This design comes from an exercise in tuning for small area on the open sky130 flow, not from production work. The RTL was checked by simulation tests, not by an equivalence proof against the original design. Power and IR drop assume default switching activity.

==> flow/design.v <==
`timescale 1ns / 1ps
module CCI_stage_top(
		input				clk,
		input				reset,
		input		[31:0]	dataIn,
		output	reg	[31:0]	outputVoltage,
		output	reg			outputValid
		);
	localparam DEPTH = 37;			 
	reg		[16:0]	u;
	reg				live;			 
	reg		[32*DEPTH-1:0]	sr;		 
	reg		[31:0]	hold0;			 
	reg				an;				 
	reg		[15:0]	ax;				 
	reg		[7:0]	y1;				 
	reg		[11:0]	z;				 
	reg		[11:0]	cr;				 
	reg		[11:0]	k1;				 
	wire	[31:0]	s0  = sr[0 +: 32];
	wire	[31:0]	s19 = sr[32*19 +: 32];
	wire	[31:0]	s36 = sr[32*36 +: 32];
	wire	[15:0]	d    = s0[31:16] - s0[15:0];
	wire			edge0 = (u[3:0] == 4'd15);	 
	wire			lineM = (u[16:4] == 13'd0);	 
	wire			cell0 = (u[3:0] == 4'd2);	 
	wire	[18:0]	p10 = {ax, 3'd0} + {2'd0, ax, 1'd0} + (an ? 19'd10 : 19'd0);
	wire	[7:0]	f10 = p10[18:11];
	wire	[7:0]	y1m = edge0 ? 8'd0 : y1;
	wire	[22:0]	pz  = {ax, 7'd0} + {6'd0, ax, 1'd0} + {7'd0, ax} + (an ? 23'd131 : 23'd0) + {y1m, 11'd0};
	wire	[11:0]	crn = (edge0 ? 12'd0 : {4'd0, f10}) + z;
	wire	[11:0]	term = cell0 ? k1 : cr;
	wire	[15:0]	upd  = s19[31:16] + {4'd0, term};
	always @(posedge clk) begin
		sr <= {sr[32*(DEPTH-1)-1 : 32*20], upd, s19[15:0], sr[32*19-1 : 0], dataIn};
		an <= d[15];
		ax <= d ^ {16{d[15]}};
		y1 <= f10;
		z  <= pz[22:11];
		cr <= lineM ? 12'd0 : crn;
		if (cell0) k1 <= cr;
		if (cell0) hold0 <= s36;
	end
	always @(posedge clk or posedge reset) begin
		if (reset) begin
			u             <= 17'h1FFF2;
			live          <= 1'b0;
			outputValid   <= 1'b0;
			outputVoltage <= 32'd0;
		end else begin
			u <= u + 17'd1;
			if (u[5] & ~u[4] & u[1]) live <= 1'b1;				 
			if (~u[5] & u[4] & u[1]) outputValid <= 1'b1;		 
			outputVoltage <= live ? (cell0 ? hold0 : s36) : 32'd0;
		end
	end
endmodule
clock: 5.0 ns
lec_check: 0
cap_margin: 20
core_margin: 2
core_utilization: 60
cts_buf_list: sky130_fd_sc_hd__clkbuf_8
cts_cluster_diameter: 50
cts_cluster_size: 18
place_density: 0.75
slew_margin: 20
run.sh (not shown) runs the stock make flow with config.mk's settings and CLKGATE_MAP_FILE= SYNTH_SCRIPT=/design/flow/synth_recipe.tcl, a recipe that flattens the netlist after the stock synthesis.
Rerun with:
--- a/flow/config.mk
+++ b/flow/config.mk
@@ -10,5 +10,5 @@
-export CORE_UTILIZATION = 60
-export CTS_BUF_LIST = sky130_fd_sc_hd__clkbuf_8
-export CTS_CLUSTER_DIAMETER = 50
-export CTS_CLUSTER_SIZE = 18
-export PLACE_DENSITY = 0.75
+export CORE_UTILIZATION = 70
+export CTS_BUF_LIST = sky130_fd_sc_hd__clkbuf_4
+export CTS_CLUSTER_SIZE = 20
+export GPL_TIMING_DRIVEN = 0
+export PLACE_DENSITY = 0.8
Cell area grows by 6.3%.
Setup slack loses 0.30 ns.
Sequential power is about the same.
Core utilization grows by 16 points.
Sequential cell count is unchanged.
Die area shrinks by 14%.
Area after synthesis stays the same.
Via count grows by 15%.
Routed wire length grows by 30%.
Clock skew grows by 0.023 ns.
Rerun with:
==> flow/flow/run.sh (new file) <==
#!/bin/bash
# The standard layout (standard.sh), with two changes made through ORFS's own
# variables: the port buffers use the smallest buffer cell, and CTS balances
# the tree without dummy loads. Each tool's output goes to orfs/logs; make's
# own output goes to flow_make.log here.
set -euo pipefail
export BUFFER_PORTS_ARGS="-buffer_cell sky130_fd_sc_hd__buf_1"
export CTS_ARGS="-sink_clustering_enable -repair_clock_nets -dont_use_dummy_load -sink_clustering_size 20 -sink_clustering_max_diameter 50 -buf_list sky130_fd_sc_hd__clkbuf_8"
bash standard.sh > flow_make.log 2>&1
==> flow/standard.sh (new file) <==
#!/bin/bash
# synth_recipe.tcl (not shown) runs the flow's synth.tcl, then flattens the netlist and writes it again
# the make line also repeats each setting of config.mk as NAME=value (left out here)
make -C /OpenROAD-flow-scripts/flow DESIGN_CONFIG=/design/flow/config.mk WORK_HOME=/design/flow/orfs CLKGATE_MAP_FILE= SYNTH_SCRIPT=/design/flow/synth_recipe.tcl "${@:-finish}"
--- a/flow/config.mk
+++ b/flow/config.mk
@@ -7,0 +8 @@
+export ABC_AREA = 1
@@ -10,5 +11,2 @@
-export CORE_UTILIZATION = 70
-export CTS_BUF_LIST = sky130_fd_sc_hd__clkbuf_4
-export CTS_CLUSTER_SIZE = 20
-export GPL_TIMING_DRIVEN = 0
-export PLACE_DENSITY = 0.8
+export CORE_UTILIZATION = 60
+export PLACE_DENSITY = 0.75
removed: flow/run.sh
The changed run produced a clean layout.
Routed wire length decreases by 7.4%.
Worst setup slack is better by 0.95 ns.
Non-clock buffer count decreases by 14.
Count of clock-buffer cells in the layout decreases by 380.
Fmax increases by 27%.
Utilization decreases by 17 points.
Rerun with:
--- a/flow/config.mk
+++ b/flow/config.mk
@@ -8 +7,0 @@
-export ABC_AREA = 1
Register-to-register slack got worse by 0.63 ns. Clock power hardly moves. Clock skew went up by 0.020 ns. Total power went up by a few percent. Count of clock-buffer cells in the layout went down by 2. Core utilization went up by 0.37 points. Die area went down by a few percent. Cell area went down by a few percent. First-iteration DRC count went down by about a fifth.
Rerun with:
--- a/flow/flow/run.sh
+++ b/flow/flow/run.sh
@@ -8 +8 @@
-export CTS_ARGS="-sink_clustering_enable -repair_clock_nets -dont_use_dummy_load -sink_clustering_size 20 -sink_clustering_max_diameter 50 -buf_list sky130_fd_sc_hd__clkbuf_8"
+export CTS_ARGS="-sink_clustering_enable -repair_clock_nets -dont_use_dummy_load -sink_clustering_size 20 -sink_clustering_max_diameter 40 -buf_list sky130_fd_sc_hd__clkbuf_8"
--- a/flow/config.mk
+++ b/flow/config.mk
@@ -11 +11 @@
-export PLACE_DENSITY = 0.75
+export PLACE_DENSITY = 0.9
=>
- The changed run finished with timing, DRC and antenna clean
- maximum frequency decreases by about 1.8%
- final cell count increases by 0.82%
- setup slack gets worse by 0.078 ns
- worst hold slack gets better by 0.010 ns
- clock power increases by about 12%
Rerun with:
==> flow/run.sh (new file) <==
#!/bin/bash
# synth_recipe.tcl (not shown) runs the flow's synth.tcl, then flattens the netlist and writes it again
# the make line also repeats each setting of config.mk as NAME=value (left out here)
make -C /OpenROAD-flow-scripts/flow DESIGN_CONFIG=/design/flow/config.mk WORK_HOME=/design/flow/orfs CLKGATE_MAP_FILE= SYNTH_SCRIPT=/design/flow/synth_recipe.tcl finish
--- a/flow/config.mk
+++ b/flow/config.mk
@@ -10,2 +10 @@
-export CORE_UTILIZATION = 60
-export PLACE_DENSITY = 0.9
+export CORE_UTILIZATION = 40
removed: flow/flow/run.sh
removed: flow/standard.sh
Outcome: Synthesized cell count is unchanged. Final cell count rose by about 17%. Setup slack gets worse by 0.032 ns. Design area came out higher by 9.6%. Wire length falls by 7.7%.

* * *

Setup of build 4:
// CCI_stage_top: RTL as listed in full above, without the edits since
export LEC_CHECK = 0
export CAP_MARGIN = 20
export CORE_MARGIN = 2
export CORE_UTILIZATION = 60
export PLACE_DENSITY = 0.75
export SLEW_MARGIN = 20
create_clock -name core_clock -period 5.0 [get_ports {clk}]
standard.sh (not shown) runs the stock make flow with config.mk's settings and CLKGATE_MAP_FILE= SYNTH_SCRIPT=/design/flow/synth_recipe.tcl, a recipe that flattens the netlist after the stock synthesis.
==> flow/flow/run.sh <==
#!/bin/bash
# The standard layout (standard.sh), with two changes made through ORFS's own
# variables: the port buffers use the smallest buffer cell, and CTS balances
# the tree without dummy loads. Each tool's output goes to orfs/logs; make's
# own output goes to flow_make.log here.
set -euo pipefail
export BUFFER_PORTS_ARGS="-buffer_cell sky130_fd_sc_hd__buf_1"
export CTS_ARGS="-sink_clustering_enable -repair_clock_nets -dont_use_dummy_load -sink_clustering_size 11 -sink_clustering_max_diameter 40 -buf_list sky130_fd_sc_hd__clkbuf_4"
bash standard.sh > flow_make.log 2>&1
Input-level comparison between build 2 and build 4:
- PLACE_DENSITY now 0.8, was 0.75
- CORE_UTILIZATION now 70, was 60
diff --git a/flow/flow/run.sh b/flow/flow/run.sh
--- a/flow/flow/run.sh
+++ b/flow/flow/run.sh
@@ -6,4 +6,4 @@
 set -euo pipefail
 export BUFFER_PORTS_ARGS="-buffer_cell sky130_fd_sc_hd__buf_1"
-export CTS_ARGS="-sink_clustering_enable -repair_clock_nets -dont_use_dummy_load -sink_clustering_size 11 -sink_clustering_max_diameter 40 -buf_list sky130_fd_sc_hd__clkbuf_4"
+export CTS_ARGS="-sink_clustering_enable -repair_clock_nets -dont_use_dummy_load -sink_clustering_size 22 -sink_clustering_max_diameter 40 -buf_list sky130_fd_sc_hd__clkbuf_8"
 bash standard.sh > flow_make.log 2>&1
--- outcome ---
Build 2 closes out successfully: all stages finished, all timing, DRC and antenna checks passed. Across both runs, smallest setup slack after layout was higher for build 2 than for build 4. Build 2 ends up with a total routed wirelength that is about 17% higher than in build 4. The share of post-route cells with drive strength above 1 number comes out higher for build 4 vs build 2.
Relative to build 2, the following input files were edited for build 41:
- CORE_UTILIZATION now 50, was 70
- PLACE_DENSITY now 0.65, was 0.8
diff --git a/flow/flow/run.sh b/flow/flow/run.sh
--- a/flow/flow/run.sh
+++ b/flow/flow/run.sh
@@ -6,4 +6,4 @@
 set -euo pipefail
 export BUFFER_PORTS_ARGS="-buffer_cell sky130_fd_sc_hd__buf_1"
-export CTS_ARGS="-sink_clustering_enable -repair_clock_nets -dont_use_dummy_load -sink_clustering_size 22 -sink_clustering_max_diameter 40 -buf_list sky130_fd_sc_hd__clkbuf_8"
+export CTS_ARGS="-sink_clustering_enable -repair_clock_nets -dont_use_dummy_load -sink_clustering_size 20 -sink_clustering_max_diameter 50 -buf_list sky130_fd_sc_hd__clkbuf_8"
 bash standard.sh > flow_make.log 2>&1
### Flow results
- Build 41 closes out successfully: all stages finished, all timing, DRC and antenna checks passed.
- The higher area added between synthesis and finish of build 2 and build 41 is in build 41.
- Build 41 reports its destination of the critical timing path as cr[11]$_SDFF_PN0_ while build 2 reports cr[9]$_SDFF_PN0_.
- Build 41 vs build 2, instance count: build 41 higher
- Fmax: build 41 worse than build 2
- Build 41 vs build 2: total inserted antenna cells down
--- input diff build 41..build 12 ---
- CTS_BUF_LIST: unset -> sky130_fd_sc_hd__clkbuf_8
- CTS_CLUSTER_SIZE: unset -> 20
- CTS_CLUSTER_DIAMETER: unset -> 45
- CORE_UTILIZATION: 50 -> 60
- PLACE_DENSITY: 0.65 -> 0.75
==> flow/run.sh (new file) <==
#!/bin/bash
# synth_recipe.tcl (not shown) runs the flow's synth.tcl, then flattens the netlist and writes it again
# the make line also repeats each setting of config.mk as NAME=value (left out here)
make -C /OpenROAD-flow-scripts/flow DESIGN_CONFIG=/design/flow/config.mk WORK_HOME=/design/flow/orfs CLKGATE_MAP_FILE= SYNTH_SCRIPT=/design/flow/synth_recipe.tcl finish
removed: flow/flow/run.sh
removed: flow/standard.sh
### Flow results
- Build 12 vs. build 41: CTS buffer count has increased, share of the clock period used by the worst path after layout went down, number of logic stages on the critical path including buffering increased 1, utilization up 13 points, relative area change from synthesis to final layout went up 3.0 points.
- Compared to build 41, build 12 shows a wider setup margin.
- Delta (build 12 minus build 41): first-iteration DRC count has decreased, total via count after detailed routing rose by 173.
diff inputs: build 12 => build 62
- CTS_CLUSTER_DIAMETER: 45 -> 50
- CTS_CLUSTER_SIZE: 20 -> 25
- CTS_BUF_LIST: sky130_fd_sc_hd__clkbuf_8 -> sky130_fd_sc_hd__clkbuf_16
==> run summary <==
- From build 12 to build 62 the numbers moved as follows: setup slack after layout now sits higher; wire length went up about 1.9%.
- Measured against each other, build 12 and build 62 differ in minimum clock period after layout, the lower figure coming from build 62.
- Looking only at total global-route track usage, and setting everything else aside, the higher value of build 12 and build 62 goes to build 62.
- Going from build 12 to build 62, final non-filler cell area up 0.73%, via count flat, global-route wire length before repair up 1100 um.

## re-timing with driven ports
No port has a modelled driver above. Below, the same layouts with a new extraction and two added sets of constraints.
Step 1 (the two cells are an assumption about what drives the block):
set clk [get_ports {clk}]
set_driving_cell -lib_cell sky130_fd_sc_hd__clkbuf_16 $clk
set_driving_cell -lib_cell sky130_fd_sc_hd__buf_2 [delete_from_list [all_inputs] $clk]
Step 2 adds t to the input delays and takes it off the output delays; t is the mean of the earliest and latest rising clock arrival at the registers after step 1. Input paths then give back, and output paths get back, about the clock's delay inside the block.
a / b / c = no drivers / after step 1 / after step 2; a / b = the first two.
| run | t (ns) | setup slack, ns | clock arrival spread, ns | pins driven straight from the clock port |
|---|---|---|---|---|
| the first run of note 1 | 0.724 | 0.799 / 0.799 / 0.799 | 0.042 / 0.041 | 1 |
| the second run of note 1 | 1.074 | 0.503 / 0.503 / 0.503 | 0.082 / 0.082 | 1 |
| the third run of note 1 | 0.696 | 1.455 / 1.455 / 1.455 | 0.099 / 0.099 | 1 |
| the fourth run of note 1 | 0.681 | 0.821 / 0.821 / 0.821 | 0.097 / 0.097 | 1 |
| the fifth run of note 1 | 0.715 | 0.743 / 0.743 / 0.743 | 0.099 / 0.099 | 1 |
| the sixth run of note 1 | 0.700 | 0.711 / 0.711 / 0.711 | 0.028 / 0.029 | 1 |
| build 4 | 0.946 | 0.778 / 0.778 / 0.778 | 0.114 / 0.114 | 1 |
| build 2 | 0.713 | 0.842 / 0.842 / 0.842 | 0.084 / 0.084 | 1 |
| build 41 | 0.694 | 0.710 / 0.710 / 0.710 | 0.118 / 0.117 | 1 |
| build 12 | 0.733 | 0.783 / 0.783 / 0.783 | 0.037 / 0.038 | 1 |
| build 62 | 0.657 | 0.790 / 0.790 / 0.790 | 0.027 / 0.027 | 1 |
After both steps every run listed still meets setup and hold.
